This design comes from an exercise in tuning for small area, a short achievable clock period and few clock cycles on the open sky130 flow, not from production work. The RTL was checked by simulation tests, not by an equivalence proof against the original design. Power and IR drop assume default switching activity.

## v6
// CPU
module CPU (
	input signed [15:0] Mem_Data ,
	input clk ,
	input rst ,  
	output reg halt ,  
	output reg [6:0] Mem_Address ,
	output reg rd , wr,
	output signed [15:0] Data_Out ,
	output reg fZ,
	output reg fO,
	output reg fN,
	output reg fC
	);
localparam K_NONE = 2'd0, K_INS = 2'd1, K_OPR = 2'd2;
localparam S_IDLE = 3'd0, S_WAIT = 3'd1, S_X = 3'd2, S_MD = 3'd3, S_ALN = 3'd5;
localparam OP_LOAD = 4'd1, OP_STORE = 4'd2, OP_ADD = 4'd3, OP_SUB = 4'd4,
           OP_MUL = 4'd5, OP_DIV = 4'd6, OP_BR = 4'd7, OP_BRZ = 4'd8, OP_HALT = 4'd15;
reg [15:0] AC;         
reg        tnz;        
reg        tpend;      
reg [4:0]  IR;         
reg [2:0]  st;         
reg [15:0] IB;         
reg        bv;         
reg [1:0]  a_k;        
reg [1:0]  c_k;        
reg [6:0]  fpc;        
reg [16:0] X;          
reg [16:0] R;          
reg [3:0]  cnt;        
reg        neg;        
reg        dz;         
reg        dv;         
assign Data_Out = AC;
wire [15:0] W = Mem_Data;
wire a_ins = (a_k == K_INS);
wire a_opr = (a_k == K_OPR);
function [17:0] radd18;  
	input [17:0] a, b;
	input ci;
	integer i;
	reg c;
	begin
		c = ci;
  ...
Size: ~110 flip-flops, about 48 I/O pins.
==> flow/config.mk <==
export PLATFORM = sky130hd
export DESIGN_NAME = CPU
export DESIGN_NICKNAME = CPU
export VERILOG_FILES = /design/flow/design.v
export SDC_FILE = /design/flow/constraint.sdc
export NUM_CORES = 4
export LEC_CHECK = 0
export ABC_AREA = 1
export CAP_MARGIN = 20
export CORE_MARGIN = 2
export CORE_UTILIZATION = 40
export SLEW_MARGIN = 20
==> flow/constraint.sdc <==
create_clock -name core_clock -period 40.0 [get_ports {clk}]
set_input_delay 8.0000 -clock core_clock [delete_from_list [all_inputs] [get_ports {clk}]]
set_output_delay 8.0000 -clock core_clock [all_outputs]
set_load 0.01 [all_outputs]
standard.sh (not shown) runs the stock make flow with config.mk's settings and CLKGATE_MAP_FILE= SYNTH_SCRIPT=/design/flow/synth_recipe.tcl, a recipe that flattens the netlist after the stock synthesis.
==> flow/flow/run.sh <==
#!/bin/bash
# Standard ORFS layout, with timing repair asked to reach a setup slack of
# 30 ns against the design's clock (the SDC is unchanged), and the ports
# buffered with buf_2 cells.
set -euo pipefail
bash standard.sh SETUP_SLACK_MARGIN=30 "BUFFER_PORTS_ARGS=-buffer_cell sky130_fd_sc_hd__buf_2" finish > flow_make.log 2>&1
Testbench counts of v6, summed over its fixed seeds: cycles 86,076.
--- input diff v6..v7 ---
--- a/flow/design.v
+++ b/flow/design.v
@@ -21,38 +21,50 @@
 reg [4:0]  IR;         
 reg [2:0]  st;         
 reg [15:0] IB;         
 reg        bv;         
 reg [1:0]  a_k;        
 reg [1:0]  c_k;        
 reg [6:0]  fpc;        
 reg [16:0] X;          
 reg [16:0] R;          
 reg [3:0]  cnt;        
 reg        neg;        
 reg        dz;         
-reg        dv;         
 assign Data_Out = AC;
 wire [15:0] W = Mem_Data;
 wire a_ins = (a_k == K_INS);
 wire a_opr = (a_k == K_OPR);
 function [17:0] radd18;  
 	input [17:0] a, b;
 	input ci;
 	integer i;
 	reg c;
 	begin
 		c = ci;
 		for (i = 0; i < 18; i = i + 1) begin
 			radd18[i] = a[i] ^ b[i] ^ c;
+			c = (a[i] & b[i]) | (c & (a[i] ^ b[i]));
+		end
+	end
+endfunction
+function [16:0] radd17;  
+	input [16:0] a, b;
+	input ci;
+	integer i;
+	reg c;
+	begin
+		c = ci;
+		for (i = 0; i < 17; i = i + 1) begin
+			radd17[i] = a[i] ^ b[i] ^ c;
 			c = (a[i] & b[i]) | (c & (a[i] ^ b[i]));
 		end
 	end
 endfunction
 function [15:0] rneg16;  
 	input [15:0] a;
 	integer i;
 	reg c;
 	begin
 		c = 1'b1;
 		for (i = 0; i < 16; i = i + 1) begin
 			rneg16[i] = ~a[i] ^ c;
@@ -72,51 +84,48 @@
 wire [3:0] ir_op = IR[4:1];
 wire       ir_m  = IR[0];
 wire       ir_md = (ir_op == OP_MUL) || (ir_op == OP_DIV);
 wire       ir_div = (ir_op == OP_DIV);
 wire       exec  = (st == S_X) || (st == S_WAIT && a_opr);
 wire [15:0] B16 = ir_m ? W : {5'b0, X[10:0]};
 wire [16:0] A17 = {ir_m & AC[15], AC};
 wire [16:0] B17 = {ir_m & W[15], B16};
 wire        alu_sub = (ir_op == OP_SUB);
 wire [16:0] sum = A17 + (B17 ^ {17{alu_sub}}) + {16'd0, alu_sub};
 wire [15:0] negv = rneg16((st == S_ALN) ? X[15:0] : AC);
 wire [15:0] negAC = negv;
-wire        dstep = dv;
-wire        dsub = dstep & ~R[16];
-wire [17:0] s0 = radd18({R[16], R}, ({X[16], X} & {18{AC[0] | dstep}}) ^ {18{dsub}}, dsub);
-wire [16:0] rn = s0[16:0];
 reg [16:0] acc;
 reg [15:0] q;
 reg [17:0] s18;
 reg [17:0] t18;
 reg        rsub;
 integer j;
 always @* begin
-	acc = s0[17:1];
-	q = {s0[0], AC[15:1]};
-	for (j = 1; j < 4; j = j + 1) begin
+	acc = R;
+	q = AC;
+	for (j = 0; j < 4; j = j + 1) begin
 		rsub = (j == 3) && (cnt[1:0] == 2'd0);
 		t18 = q[0] ? {X[16], X} : 18'd0;
 		s18 = radd18({acc[16], acc}, t18 ^ {18{rsub}}, rsub);
 		acc = s18[17:1];
 		q = {s18[0], q[15:1]};
 	end
 end
 wire [15:0] xb = X[16] ? negv : X[15:0];
 wire [4:0]  la = clz16(R[15:0]);
 wire [4:0]  lb = clz16(xb);
 wire [4:0]  dd = lb - la;
 wire        qzero = (la > lb);         
 wire [15:0] xal = xb << dd[3:0];
+wire [16:0] rn = radd17(R, {1'b0, X[15:0]} ^ {17{~R[16]}}, ~R[16]);
 wire md_last = (st == S_MD) && (cnt == 4'd0);
 wire aln_done = (st == S_ALN) && (dz || qzero);
 wire hf = (exec && !ir_md) || md_last || aln_done;
 wire hfree = (st == S_IDLE) || hf;
 reg [15:0] AC_nx;
 always @* begin
 	AC_nx = AC;
 	if (exec) begin
 		case (ir_op)
 			OP_LOAD: AC_nx = ir_m ? W : X[15:0];
 			OP_ADD, OP_SUB: AC_nx = sum[15:0];
 			OP_MUL: AC_nx = B16;
@@ -228,25 +237,24 @@
 			fC <= sum[16];
 		if (exec && ir_op == OP_MUL)
 			fO <= fO | t_nz;
 		if (exec && ir_md) begin
 			if (ir_div) begin
 				R <= {1'b0, (ir_m & AC[15]) ? negAC : AC};
 				X <= {ir_m & W[15], B16};
 			end else begin
 				R <= 17'd0;
 				X <= A17;
 			end
 			neg <= ir_m & (AC[15] ^ W[15]);
-			dv <= ir_div;
 			tnz <= t_nz;
 			tpend <= 1'b0;
 			dz <= (B16 == 16'd0);
 		end else if (st == S_ALN) begin
 			X <= {1'b0, xal};
 		end else if (st == S_MD) begin
 			if (ir_div) begin
 				R <= rn;
 				X <= {1'b0, 1'b0, X[15:1]};
 			end else begin
 				R <= acc;
 				if (cnt[1:0] == 2'd0)
Results
The largest clock skew in the final design on v6 is in line with that on v7.
Number of cell instances on the worst register-to-register path, v7 and v6, lower one = v7.
Diff v6 -> v7 | setup slack | increase of 0.013 ns
Relative to v6, the number of clock sinks seen by CTS measured on v7 has decreased slightly.
Diff v6 -> v7 | clock power share | increase of 8.5 points
Cmp v7 vs v6: die area higher in v7
Of v7 and v6, the higher total power per unit cell area belongs to v6.
On slew at the pin with the worst max-slew slack: v7 sits above v6.
Testbench counts of v7, summed over its fixed seeds: cycles 86,076.

==> what the ideal ports hide <==
The flow's constraints put no driver on any port. The routed layouts listed below were extracted and timed again, unchanged, in two steps.
Step 1 sets driving cells, clkbuf_16 on the clock port and buf_2 on the other inputs (assumed; they add their load-dependent delay and slew).
Step 2 adds t to the input delays and takes it off the output delays; t is the mean of the earliest and latest rising clock arrival at the registers after step 1. Input paths then give back, and output paths get back, about the clock's delay inside the block.
Slacks: ideal / step 1 / step 2; pairs: ideal / step 1.
| run | shift t [ns] | slack for setup (ns) | worst register clock-pin slew, ns |
|---|---|---|---|
| v6 | 0.423 | 29.977 / 29.977 / 29.717 | 0.09 / 0.09 |
| v7 | 0.426 | 29.991 / 29.991 / 29.706 | 0.09 / 0.09 |
After both steps every run listed still meets setup and hold. For v7, which loses most, drivers alone change the setup slack by 0.000 ns; drivers and shift together by -0.285 ns.
